This design comes from an exercise in tuning for small area, a short achievable clock period and few clock cycles on the open sky130 flow, not from production work.
Function was checked by simulation only, so behaviour that the tests miss may differ from the original.
No activity file was given, so power comes from the tool's default toggle rates.

Setup of zinc:
// divider
module divider (
    input div_clk,
    input resetn,
    input div,
    input div_signed,
    input [31:0] x,
    input [31:0] y,
    output [31:0] s,
    output [31:0] r,
    output complete
);
Size in the first run: roughly 1900 cells after synthesis, about 130 I/O pins, roughly 15000 sq um of cells after synthesis.
==> module align, before the edit <==
module align (
    input        div_signed,
    input [31:0] x,
    input [31:0] y,
    output       qzero,
    output [4:0] sh,
    output       short,
    output       one
);
    wire sx = div_signed & x[31];
    wire sy = div_signed & y[31];
    wire [5:0] lzxp = lzc(x);
    wire [5:0] lzxn = lzc({~x[30:0], 1'b1});
    wire [5:0] lzyp = lzc(y);
    wire [5:0] lzyn = lzc({~y[31:1], 1'b1});
    wire [5:0] lzx = sx ? lzxn : lzxp;
    wire [5:0] lzy = sy ? lzyn : lzyp;
    assign qzero = lzx > lzy;
    assign sh    = lzy[4:0] - lzx[4:0];
    assign short = (lzy == lzx) | (lzy == lzx + 6'd1);
    assign one   = (y == 32'd1) | (div_signed & (&y));
    function [5:0] lzc;
        input [31:0] v;
        reg [7:0] z;           
        reg [15:0] n;          
        reg [3:0] zh;          
        reg [1:0] c16 [0:1];
        reg [3:0] o16 [0:1];
        reg [1:0] z16;
        integer k, h;
        reg [3:0] nb;
        begin
            for (k = 0; k < 8; k = k + 1) begin
                nb = v[31 - 4*k -: 4];
                z[k] = ~(|nb);
                n[2*k]   = (nb[2] | ~nb[1]) & ~nb[3];
                n[2*k+1] = ~(nb[3] | nb[2]);
            end
            for (h = 0; h < 2; h = h + 1) begin
                o16[h][2] = z[4*h] & (~z[4*h+1] | z[4*h+2] & ~z[4*h+3]);
                o16[h][3] = z[4*h] & z[4*h+1] & (~z[4*h+2] | ~z[4*h+3]);
                o16[h][1:0] = {2{~o16[h][3] & ~o16[h][2]}} & n[8*h+1 -: 2]
                            | {2{~o16[h][3] &  o16[h][2]}} & n[8*h+3 -: 2]
                            | {2{ o16[h][3] & ~o16[h][2]}} & n[8*h+5 -: 2]
                            | {2{ o16[h][3] &  o16[h][2]}} & n[8*h+7 -: 2];
                z16[h] = &z[4*h+3 -: 4];
            end
            lzc[5] = z16[0] & z16[1];
            lzc[4] = z16[0] & ~z16[1];
            lzc[3:0] = z16[0] ? o16[1] : o16[0];
        end
    endfunction
endmodule
==> flow/config.mk <==
export PLATFORM = sky130hd
export DESIGN_NAME = divider
export DESIGN_NICKNAME = divider
export VERILOG_FILES = /design/flow/design.v
export SDC_FILE = /design/flow/constraint.sdc
export NUM_CORES = 4
export LEC_CHECK = 0
export CAP_MARGIN = 20
export CORE_MARGIN = 2
export CORE_UTILIZATION = 40
export SLEW_MARGIN = 20
export SYNTH_HIERARCHICAL = 1
export SYNTH_MINIMUM_KEEP_SIZE = 0
==> flow/constraint.sdc <==
create_clock -name core_clock -period 10.0 [get_ports {div_clk}]
set_input_delay 2.0000 -clock core_clock [delete_from_list [all_inputs] [get_ports {div_clk}]]
set_output_delay 2.0000 -clock core_clock [all_outputs]
set_load 0.01 [all_outputs]
standard.sh (not shown) runs the stock make flow with config.mk's settings and CLKGATE_MAP_FILE= SYNTH_SCRIPT=/design/flow/synth_recipe.tcl, a recipe that flattens the netlist after the stock synthesis.
==> flow/flow/run.sh <==
#!/bin/bash
# The standard layout (standard.sh, so the standard synthesis, floorplan,
# power grid, placement, clock tree and routing), with two changes:
# - the ports are buffered with sky130_fd_sc_hd__buf_1 rather than the delay
#   cell the standard buffer_ports picks on its own;
# - timing repair aims at a 5 ns period (setup margin 5 ns).
# make's full output goes to flow_make.log here; each ORFS step also writes
# its own log under orfs/logs/.
set -euo pipefail
bash standard.sh "BUFFER_PORTS_ARGS=-buffer_cell sky130_fd_sc_hd__buf_1" \
    SETUP_SLACK_MARGIN=5 finish > flow_make.log 2>&1
Testbench counts of zinc, summed over its fixed seeds: cycles 159,385.
Changes in juniper relative to zinc:
-- flow/design.v --
<<< zinc, line 68
    wire sx = div_signed & x[31];
    wire sy = div_signed & y[31];
    wire [5:0] lzxp = lzc(x);
    wire [5:0] lzxn = lzc({~x[30:0], 1'b1});
    wire [5:0] lzyp = lzc(y);
    wire [5:0] lzyn = lzc({~y[31:1], 1'b1});
    wire [5:0] lzx = sx ? lzxn : lzxp;
    wire [5:0] lzy = sy ? lzyn : lzyp;
    assign qzero = lzx > lzy;
    assign sh    = lzy[4:0] - lzx[4:0];
>>> juniper, line 68
    wire sx = div_signed & x[31];
    wire sy = div_signed & y[31];
    wire [31:0] lx_in = sx ? {~x[30:0], 1'b1} : x;
    wire [31:0] ly_in = sy ? {~y[31:1], 1'b1} : y;
    wire [5:0] lzx = lzc(lx_in);
    wire [5:0] lzy = lzc(ly_in);
    assign qzero = lzx > lzy;
    assign sh    = lzy[4:0] - lzx[4:0];
Notes after the runs:
- Between juniper and zinc, the difference in starting utilization of the core area is negligible.
- Going from zinc to juniper, placer congestion estimate shrank slightly.
- Of juniper and zinc, it is juniper that has the lower setup slack after layout.
- From zinc to juniper the numbers moved as follows: clock-buffer cell count went up, area of all placed cells without fillers went down, source-to-sink clock delay at the later pin of the worst-skew pair saw little to no change, flip-flop and latch share of the layout cell area higher, clock share of power shows an increase of 0.2 points.
- Part of the power in combinational logic: juniper < zinc
- Core utilization: juniper higher than zinc
- juniper ends up with a count of fill cells added during filler insertion that is 3.9% lower than in zinc.
- juniper ends up with lower proportion of cell area occupied by multi-input gates than zinc does.
Testbench counts of juniper, summed over its fixed seeds: cycles 159,385.

-- re-timing with driven ports --
The flow's constraints put no driver on any port. The routed layouts listed below were extracted and timed again, unchanged, in two steps. Step 1 assumes that a clkbuf_16 drives the clock port and a buf_2 every other input. Step 2, shift: input delay + t, output delay - t, t = (earliest + latest rising clock arrival at the registers) / 2. This alone moves slack from input paths to output paths. a / b / c = ideal ports / drivers / drivers and shift; a / b = the first two.
| run | t, ns | slack for setup (ns) | worst hold slack (ns) | slew at the worst register clock pin (ns) |
|---|---|---|---|---|
| zinc | 0.420 | 5.121 / 5.150 / 4.730 | 0.470 / 0.470 / 0.470 | 0.10 / 0.10 |
| juniper | 0.409 | 5.013 / 4.936 / 4.526 | 0.475 / 0.475 / 0.475 | 0.09 / 0.09 |
After both steps every run listed still meets setup and hold. For juniper, which loses most, drivers alone change the setup slack by -0.077 ns; drivers and shift together by -0.487 ns.
